From an optimization exercise on the open Yosys and OpenROAD flow, aimed at small area, a short achievable clock period and few clock cycles per item; shortcuts taken in it are not production practice. Function was checked by simulation only, so behaviour that the tests miss may differ from the original.

// divider
module divider(quotient, remainder, done, divisor, dividend, start, clk, rst);
For scale: about 970 cells after synthesis, ~110 flip-flops, roughly 130 I/O pins.
Settings: LEC_CHECK=0, CAP_MARGIN=20, CORE_MARGIN=2, CORE_UTILIZATION=40, CTS_BUF_LIST=sky130_fd_sc_hd__clkbuf_8, PLACE_DENSITY=0.6, SETUP_SLACK_MARGIN=2.6, SLEW_MARGIN=20, BUFFER_PORTS_ARGS=-buffer_cell sky130_fd_sc_hd__buf_1; clock period 5.0 ns.
standard.sh (not shown) runs the stock make flow with config.mk's settings and CLKGATE_MAP_FILE= SYNTH_SCRIPT=/design/flow/synth_recipe.tcl, a recipe that flattens the netlist after the stock synthesis.
==> flow/flow/run.sh <==
#!/bin/bash
# Own layout flow: the standard synthesis unchanged, then the standard ORFS
# steps with a few extra ORFS settings (flow/extra.mk) appended to config.mk
# after synthesis, so that synthesis is exactly the standard flow's.
set -euo pipefail
here="$(pwd)"
bash standard.sh synth > "$here/log_synth.txt" 2>&1
cat flow/extra.mk >> config.mk
bash standard.sh > "$here/log_layout.txt" 2>&1
==> flow/flow/extra.mk <==
export BUFFER_PORTS_ARGS = -buffer_cell sky130_fd_sc_hd__buf_1
The starting point went through all stages and came out clean.
Testbench counts at the start, summed over its fixed seeds: cycles 15,277, items 2,048.
Next try:
- ABC_AREA: default -> 1
- SETUP_SLACK_MARGIN: 2.6 -> 2.55
Result: The changed run went through all stages and came out clean; register-to-register slack improves by 0.58 ns; synthesized cell count grows by 53%; critical path depth increases by 4.

========
== oak ==
divider, a different RTL version from the one above (not shown whole).
Size: about 110 flip-flops, roughly 130 I/O pins, roughly 9200 µm² of cells after synthesis.
clock: 5.0 ns
lec_check: 0
abc_area: 1
cap_margin: 20
core_margin: 2
core_utilization: 40
place_density: 0.6
setup_slack_margin: 3.0
slew_margin: 20
buffer_ports_args: -buffer_cell sky130_fd_sc_hd__buf_1
Scripts as last shown in full above: flow/flow/run.sh, flow/flow/extra.mk
Testbench counts of oak, summed over its fixed seeds: cycles 15,180, items 2,048.
Edits applied to the flow inputs when going from oak to pine:
# oak
export LEC_CHECK = 0
export ABC_AREA = 1
export CAP_MARGIN = 20
export CORE_MARGIN = 2
export CORE_UTILIZATION = 40
export PLACE_DENSITY = 0.6
export SETUP_SLACK_MARGIN = 3.0
export SLEW_MARGIN = 20
export BUFFER_PORTS_ARGS = -buffer_cell sky130_fd_sc_hd__buf_1
create_clock -name core_clock -period 5.0 [get_ports {clk}]
# pine
export LEC_CHECK = 0
export ABC_AREA = 1
export CAP_MARGIN = 20
export CORE_MARGIN = 2
export CORE_UTILIZATION = 40
export PLACE_DENSITY = 0.6
export SETUP_SLACK_MARGIN = 2.5
export SLEW_MARGIN = 20
export BUFFER_PORTS_ARGS = -buffer_cell sky130_fd_sc_hd__buf_1
create_clock -name core_clock -period 5.0 [get_ports {clk}]
==> summary.txt <==
pine against oak; final net count is down by a few percent.
Summary of pine over oak: total vias in the final route -about 8%, delay of the slowest cell on the worst path -60 ps, final area -2500 µm².
Run comparison: oak capturing element of the worst setup path B[26]$_DFF_P_; pine capturing element of the worst setup path B[31]$_DFFE_PP_
Per the comparison of pine with oak, average via count per standard cell moved down, final critical-path required period moved up, final worst-path cycle share moved up.
Input-level comparison between birch and pine:
# pine
export LEC_CHECK = 0
export ABC_AREA = 1
export CAP_MARGIN = 20
export CORE_MARGIN = 2
export CORE_UTILIZATION = 40
export PLACE_DENSITY = 0.6
export SETUP_SLACK_MARGIN = 2.5
export SLEW_MARGIN = 20
export BUFFER_PORTS_ARGS = -buffer_cell sky130_fd_sc_hd__buf_1
create_clock -name core_clock -period 5.0 [get_ports {clk}]
# birch
export LEC_CHECK = 0
export ABC_AREA = 1
export CAP_MARGIN = 20
export CORE_MARGIN = 2
export CORE_UTILIZATION = 40
export PLACE_DENSITY = 0.6
export SETUP_SLACK_MARGIN = 2.2
export SLEW_MARGIN = 20
export BUFFER_PORTS_ARGS = -buffer_cell sky130_fd_sc_hd__buf_1
create_clock -name core_clock -period 5.0 [get_ports {clk}]
Notes after the runs:
- Run comparison: birch standard cell with the maximum stage delay on the critical path o21ai_0; pine standard cell with the maximum stage delay on the critical path fa_2
- birch reports a lower highest attainable clock frequency than pine does.
- Lower number of signal-net buffers in the layout among pine and birch: birch
- birch vs pine, end of the critical path: B[27]$_DFF_P_ vs B[31]$_DFFE_PP_
- Looking at maximum number of pins on one net before global-route repair, birch sits 2 above pine.
- [compare] base=pine new=birch: worst endpoint required time moved up, clock network area share level.
- In birch the sequential share of cell area turned out 1.2 points higher than in pine.
- In the tables for pine and birch, via count of the first global-routing pass reads higher with birch.
- The share of the clock period used by the worst path after layout number comes out lower for pine vs birch.
- Number of signal-net inverters in the final layout delta for birch relative to pine: 0.47% lower
Here is what was changed in the inputs of maple compared with birch.
# birch
export LEC_CHECK = 0
export ABC_AREA = 1
export CAP_MARGIN = 20
export CORE_MARGIN = 2
export CORE_UTILIZATION = 40
export PLACE_DENSITY = 0.6
export SETUP_SLACK_MARGIN = 2.2
export SLEW_MARGIN = 20
export BUFFER_PORTS_ARGS = -buffer_cell sky130_fd_sc_hd__buf_1
create_clock -name core_clock -period 5.0 [get_ports {clk}]
# maple
export LEC_CHECK = 0
export ABC_AREA = 1
export CAP_MARGIN = 20
export CORE_MARGIN = 2
export CORE_UTILIZATION = 60
export CTS_BUF_LIST = sky130_fd_sc_hd__clkbuf_8
export PLACE_DENSITY = 0.7
export SETUP_SLACK_MARGIN = 2.6
export SLEW_MARGIN = 20
export BUFFER_PORTS_ARGS = -buffer_cell sky130_fd_sc_hd__buf_1
create_clock -name core_clock -period 5.0 [get_ports {clk}]
[summary]
- maple did not stop at any stage, and its layout met the timing, design-rule and antenna checks.
- Worst hold slack after final layout ends up higher on birch.
- Going from birch to maple, number of global-route vias before repair has increased, design area has increased, largest fanout on the critical path has decreased, global routing usage on met1 has increased, critical path's largest stage delay has increased.
- maple -> birch: number of buffers on the longest clock path delta 0, exact match

port drivers added, routing unchanged:
No port has a modelled driver above. Below, the same layouts with a new extraction and two added sets of constraints. Step 1 sets driving cells, clkbuf_16 on the clock port and buf_2 on the other inputs (assumed; they add their load-dependent delay and slew). Step 2 adds t to the input delays and takes it off the output delays; t is the mean of the earliest and latest rising clock arrival at the registers after step 1. Input paths then give back, and output paths get back, about the clock's delay inside the block. Slacks: no drivers / after step 1 / after step 2; pairs: no drivers / after step 1.
run | t, ns | slack for setup (ns) | hold slack, ns
the first run of note 1 | 0.451 | 2.035 / 2.035 / 2.035 | 0.378 / 0.366 / 0.539
the second run of note 1 | 0.446 | 2.620 / 2.620 / 2.334 | 0.373 / 0.363 / 0.499
oak | 0.410 | 2.656 / 2.656 / 2.592 | 0.418 / 0.404 / 0.486
pine | 0.418 | 2.508 / 2.508 / 2.221 | 0.391 / 0.428 / 0.496
birch | 0.417 | 2.229 / 2.229 / 2.204 | 0.405 / 0.417 / 0.516
maple | 0.441 | 2.578 / 2.565 / 2.297 | 0.385 / 0.370 / 0.512
After both steps setup and hold are still met in every run listed. For pine, which loses most, drivers alone change the setup slack by 0.000 ns; drivers and shift together by -0.287 ns.
